This is an optimization exercise on Yosys and OpenROAD, whose aim is small area and a short achievable clock period, not a production implementation. No functional check of the RTL was part of any run shown here. Power and IR drop assume default switching activity.

==> flow/design.v, too long to show whole: its modules and the start of the top module <==
// module ALU: 1933 lines
// module c_hipre: 13 lines
// module c_f0: 5 lines
// module c_f1: 5 lines
// module c_f2: 5 lines
// module c_f3: 5 lines
// module c_f4: 5 lines
// module c_f5: 5 lines
// module c_f6: 5 lines
// module c_f7: 5 lines
// module c_f8: 5 lines
// module c_f9: 5 lines
// module c_f10: 5 lines
// module c_f11: 5 lines
// module c_f12: 5 lines
// module c_f13: 5 lines
// module c_f14: 5 lines
// module c_f15: 5 lines
// module c_f16: 5 lines
// module c_f17: 5 lines
// module c_f18: 5 lines
// module c_f19: 5 lines
// module c_f20: 5 lines
// module c_f21: 5 lines
// module c_f22: 5 lines
// module c_f23: 5 lines
module ALU(X, B, R, y, valid_in, clk);
  // ...
==> flow/flow/run.sh <==
#!/bin/bash
# The standard layout, with every input and output port buffered by a
# plain buffer (buf_2) instead of the default delay-cell buffer; the
# resizer may then size these buffers like any other.
set -euo pipefail
cd "$(dirname "$0")/.."
export BUFFER_PORTS_ARGS="-buffer_cell sky130_fd_sc_hd__buf_2"
bash standard.sh > flow_standard.log 2>&1
==> flow/standard.sh <==
#!/bin/bash
# synth_recipe.tcl (not shown) runs the flow's synth.tcl, then flattens the netlist and writes it again
# the make line also repeats each setting of config.mk as NAME=value (left out here)
make -C /OpenROAD-flow-scripts/flow DESIGN_CONFIG=/design/flow/config.mk WORK_HOME=/design/flow/orfs CLKGATE_MAP_FILE= SYNTH_SCRIPT=/design/flow/synth_recipe.tcl "${@:-finish}"
==> flow/config.mk <==
export PLATFORM = sky130hd
export DESIGN_NAME = ALU
export DESIGN_NICKNAME = ALU
export VERILOG_FILES = /design/flow/design.v
export SDC_FILE = /design/flow/constraint.sdc
export NUM_CORES = 4
export LEC_CHECK = 0
export CAP_MARGIN = 20
export CORE_MARGIN = 2
export CORE_UTILIZATION = 40
export SETUP_SLACK_MARGIN = 3
export SLEW_MARGIN = 20
export SYNTH_HIERARCHICAL = 1
export SYNTH_MINIMUM_KEEP_SIZE = 0
==> flow/constraint.sdc <==
create_clock -name core_clock -period 10.0 [get_ports {clk}]
set_input_delay 2.0000 -clock core_clock [delete_from_list [all_inputs] [get_ports {clk}]]
set_output_delay 2.0000 -clock core_clock [all_outputs]
set_load 0.01 [all_outputs]
==> impl_results.md, run 1 <==
- Clk pwr share: 4.6%
- Sequential power: 0.328 mW
- Cell area after placement: 10500 µm²
- Met2 WL post-DR: 13.5 mm
- First-pass GRT wire length: 44.0 mm
- Initial DRT Pass Iterations: 5
- Area of the multi-input gates: 9150 µm²
- Synth Area per Inst: 8.91 µm²
- Endpoints failing setup: 0
- H-tree depth: 2
- Final ANT Viol Nets: 0
- Worst EP required: 10190 ps
- Peak supply drop: 0.000270 V
- Share of cells above drive strength 1: 29.9%
- Vias in the first global route: 8679
- Worst path bufs/invs: 5
- Status: finished clean
- Tapcells: 319
- Buffer depth of the longest clock path: 2
- Final Core Density: 51.3%
- Fill cells: 2185
- Critical path depth: 20
- Initial drt markers: 672
- Setup WS pre-CTS: 1780 ps
- Final period utilization: 68.2%
- Heaviest power group: combinational cells
- Later-pin clock latency in the skew report: 310 ps
- Reg-to-reg critical path startpoint: y[3]
- Pin count of the biggest net entering global routing: 51
- Die width: 159 µm
- Most frequent CP cell: fa_1
- Lkg Pwr: 4.17 nW
- Core ar.: 23500 µm²
- Period minus WS final: 6820 ps
- WS Path Type: in -> reg
- DR top layer: met4
- Synth Flop Type: dfxtp_1
==> inputs of run 2 (changes only) <==
==> flow/flow/run.sh (replaced) <==
#!/bin/bash
# The standard layout, with every input and output port buffered by a
# plain buffer (buf_1) instead of the default delay-cell buffer; the
# resizer may then size these buffers like any other.
set -euo pipefail
cd "$(dirname "$0")/.."
export BUFFER_PORTS_ARGS="-buffer_cell sky130_fd_sc_hd__buf_1"
bash standard.sh > flow_standard.log 2>&1
--- a/flow/config.mk
+++ b/flow/config.mk
@@ -10,2 +10,3 @@
 export CORE_UTILIZATION = 40
+export PLACE_DENSITY = 0.8
 export SETUP_SLACK_MARGIN = 3
==> impl_results.md, run 2 <==
- Status: finished clean (unchanged)
- CTS clock-pin slew for the worst setup and hold paths: 70 ps (about the same)
- Worst EP required: 10200 ps (was 10190 ps)
- Int Power: 2.14 mW (was 2.10 mW)
- Crit start category: input pin (unchanged)
- Hold_ws: 655 ps (was 661 ps)
- Final ANT Viol Nets: 0 (unchanged)
- Final period utilization: 70.7% (was 68.2%)
- Buffer depth of the longest clock path: 2 (unchanged)
- Max reg flops: 39 (unchanged)
- Area grow syn2layout: 28.1% (was 25.7%)
- Final count of hold timing violations: 0 (unchanged)
- Post-synth EDFFs: 0 (unchanged)
- Fmax: 141 MHz (was 147 MHz)
- Fraction of registers with async set/reset: 0% (unchanged)
- Total clock sinks: 39 (unchanged)
- DP HPWL: 20.0 mm (was 20.1 mm)
- Top reg by flops: y (unchanged)
- Top-area cell type share of the netlist area: 29.8% (unchanged)
- Most common cell after layout, fill and taps aside: xnor2_1 (unchanged)
- Synth Flop Type: dfxtp_1 (unchanged)
- Gate power share: 88.8% (was 87.8%)
- H-tree depth: 2 (unchanged)
- Final std cells w/o fill: 1600 (was 1589)
- Routed wire length per instance: 19.5 µm (was 17.2 µm)
- Clk pwr share: 3.9% (was 4.6%)
- GRT Util Overall: 21.8% (was 21.2%)
- Via count: 9299 (was 8603)
- Final Core Density: 52.2% (was 51.3%)
- Period minus WS final: 7070 ps (was 6820 ps)
- Sw frac: 52.3% (was 51.8%)
- CTS tree: built (unchanged)
- Most frequent cells in the layout: 174 x xnor2_1, 116 x nand2_1, 115 x fa_1 (was 173 x xnor2_1, 129 x fa_1, 117 x nand2_1)
- Hold crit path type: reg -> reg (unchanged)
- Vias in the first global route: 9072 (was 8679)
- Synthesis warning total: 7 (unchanged)
- Max Slew Vio Count: 0 (unchanged)
- Grt total ovfl: 0 (unchanged)
- Post-Syn Area: 9600 µm² (unchanged)
- Leading area contributor after synthesis: fa_1 (unchanged)
- Routed wire length: 31.3 mm (was 27.4 mm)
- Placer Congestion: 0.911 (was 0.901)
- Share of cells above drive strength 1: 27.5% (was 29.9%)
- Final nets: 1460 (was 1449)
- Initial antenna violation count: 0 (unchanged)
- RSZ-0062 raised after global routing: yes (was no)
- Seq/Total Area, Yosys: 8.14% (unchanged)
- Post-synthesis cell count: 1077 (unchanged)
- Max-slew headroom: 58.4% (was 59.4%)
- Pin count of the biggest net entering global routing: 55 (was 51)
- Crit Path Max Fanout: 5 (was 50)
- Post-synth top cells: 184 x xnor2_1, 143 x fa_1, 122 x o22ai_1 (unchanged)
- Initial drt markers: 1058 (was 672)
- I/O Pins: 74 (unchanged)
- Die width: 159 µm (unchanged)
- Core ar.: 23500 µm² (unchanged)
- Initial DRT Pass Iterations: 8 (was 5)
- Initial cell density of the core: 40.8% (unchanged)
- Setup TNS: 0 ps (unchanged)
- Sequential fraction of design power: 7.3% (was 7.5%)
- Placed insts: 1475 (was 1480)
- Synth Area per Inst: 8.91 µm² (unchanged)
- Syn nets: 1257 (unchanged)
- CP arrival: 7270 ps (was 7010 ps)
- CP endpoint kind: flop (unchanged)
- PwrDens: 365 nW/µm² (was 361 nW/µm²)
- Rows: 56 (unchanged)
- Area contributors post-synth: fa_1 30%, xnor2_1 17%, dfxtp_1 8.1%, o22ai_1 8.0%, a21oi_2 6.0% (unchanged)
- Later-pin clock latency in the skew report: 310 ps (about the same)
- Fill cells: 2009 (was 2185)
- Port bufs: 73 (unchanged)
- Root Buffer: clkbuf_16 (unchanged)
- Worst-margin pin slew: 620 ps (was 610 ps)
- Vias/cell: 5.81 (was 5.41)
- DRC viols: 0 (unchanged)
- N_diodes: 0 (unchanged)
- Lkg Pwr: 4.11 nW (was 4.17 nW)
- Die Span Y: 159 µm (unchanged)
- DIE AREA: 25200 µm² (unchanged)
- Count of different cell masters after synthesis: 40 (unchanged)
- Max-Cap Viols: 0 (unchanged)
- First-pass GRT wire length: 45.0 mm (was 44.0 mm)
- CTS Buf Count: 5 (unchanged)
- Endpoints failing setup: 0 (unchanged)
- Peak supply drop: 0.000248 V (was 0.000270 V)
- Yosys reg bits: 39 (unchanged)
- Clk_skew: 11.0 ps (was 8.43 ps)
- Switching power: 2.35 mW (was 2.26 mW)
- WS Path Type: in -> reg (unchanged)
- Hold_buf cts: 0 (unchanged)
- Biggest regs: y (39) (unchanged)
- Count leader, synth: xnor2_1 (unchanged)
## run 2: changes by cell type in the layout (fill, tap and decap cells not counted), sizes merged
| cell | before | now |
|---|---|---|
| a21oi | 76 | 77 |
| buf | 183 | 191 |
| bufinv | 1 | 0 |
| clkbuf | 11 | 13 |
| clkinv | 2 | 3 |
## run 2: per-module statistics from Yosys (local to each module, per instance), a selection
module / cells / flip-flops and latches / area (µm²)
c_f7: 1 / 0 / 6.26
c_f18: 1 / 0 / 5.00
c_f13: 1 / 0 / 8.76
c_f21: 1 / 0 / 13.8
c_f11: 1 / 0 / 20.0
c_f14: 1 / 0 / 8.76
c_f17: 1 / 0 / 13.8
c_f22: 2 / 0 / 12.5
c_f1: 1 / 0 / 7.51
c_f8: 3 / 0 / 18.8
c_f16: 2 / 0 / 12.5
c_f9: 1 / 0 / 3.75
c_f2: 1 / 0 / 3.75
c_f5: 1 / 0 / 3.75
c_f6: 1 / 0 / 8.76
## run 2: repair_timing
item | in CTS | in global routing
pin swaps | 4 | 71
buffers inserted | 69 | 45
resized for setup | 52 | 117
cloned | 0 | 3
setup endpoints to repair | 24 | 23
endpoints found under the hold margin | 0 | 0
## run 2: area by class of cell
type	count	area, µm²	share of cell area [%]
multi-input cells	994	9280	75.4
flip-flops and latches	39	781	6.35
clock buffers	5	125	1.02
repair buffers	199	1550	12.6
inverters	41	154	1.25
well taps	319	399	3.25
clock inverters	3	15.0	0.122
## run 2: final timing paths
path,depth (start not counted),end,start,slack (ps)
setup / recovery,23,y[36],B[4],2930
hold / removal,3,y[0],y[0],660
setup reg to reg,11,y[38],y[3],7200
hold reg to reg,3,y[0],y[0],660
## run 2: critical path, cell delays in order
cell and delay [ps]:
clkbuf_4 200, nor3b_4 500, a21oi_4 110, buf_4 180, o22ai_4 160, xnor2_2 160, fa_1 470, fa_2 360
fa_1 500, fa_2 570, nand2_1 80, a21oi_2 130, o21ai_1 80, a21oi_2 140, o21ai_2 90, a21oi_2 270
xor2_1 180, inv_1 100, or3b_4 450, or2_1 250, o21ai_2 70, xnor2_1 120, mux2i_1 80
## run 2: power by group through the flow
| stage | sequential [mW] | clock [mW] | combinational, mW |
|---|---|---|---|
| 2_1_floorplan | 0.363 | 0 | 2.79 |
| 3_5_place_dp | 0.333 | 0 | 3.44 |
| 6_report | 0.328 | 0.174 | 3.98 |
| 5_1_grt | 0.339 | 0.185 | 4.38 |
| 4_1_cts | 0.331 | 0.178 | 3.61 |
| 3_3_place_gp | 0.333 | 0 | 3.32 |
## run 2: kinds of logic after synthesis
kind of cell	count (synthesis)	synth area share, %
xor+xnor	233	21.3
flops	39	8.14
simple gates	356	19.3
compound gates	252	18.7
fa+ha+maj	145	30.1
buf+inv	45	1.83
mux	7	0.730
## run 2: metrics by stage
| step | worst slack, ps | power [mW] | cell area [µm²] |
|---|---|---|---|
| after floorplan | 3010 | 3.16 | 9680 |
| after global placement | 1580 | 3.65 | 10400 |
| after detailed placement | 1430 | 3.77 | 10400 |
| after CTS | 3000 | 4.12 | 11400 |
| after global routing | 2740 | 4.90 | 12300 |
| final | 2930 | 4.48 | 12300 |
## run 2: layer usage
metal  up-vias  wire length [µm]  GRT usage [%]
met5         -                 0              0
met4         0              2070           9.63
met3       193              2600           3.19
met2       549             15200           37.7
met1      4472             11400           27.1
li1       4085                 -              -

## re-timing with driven ports
The results above use ideal ports. As a check the final layouts listed here were re-extracted and re-timed, cells and wires unchanged. Step 1 assumes that a clkbuf_16 drives the clock port and a buf_2 every other input. Step 2 adds t to the input delays and takes it off the output delays; t is the mean of the earliest and latest rising clock arrival at the registers after step 1. Input paths then give back, and output paths get back, about the clock's delay inside the block. a / b / c = no drivers / after step 1 / after step 2; a / b = the first two.
| run | t (ns) | slack for setup (ns) | worst hold slack (ns) | worst data-port slew with drivers (ns) |
|---|---|---|---|---|
| run 1 | 0.351 | 3.176 / 3.162 / 2.811 | 0.661 / 0.661 / 0.661 | 0.08 |
| run 2 | 0.357 | 2.932 / 2.956 / 2.598 | 0.655 / 0.655 / 0.655 | 0.22 |
After both steps every run listed still meets setup and hold. The setup slack of run 1, which loses most, moves by -0.014 ns with the drivers and by -0.365 ns with both steps.
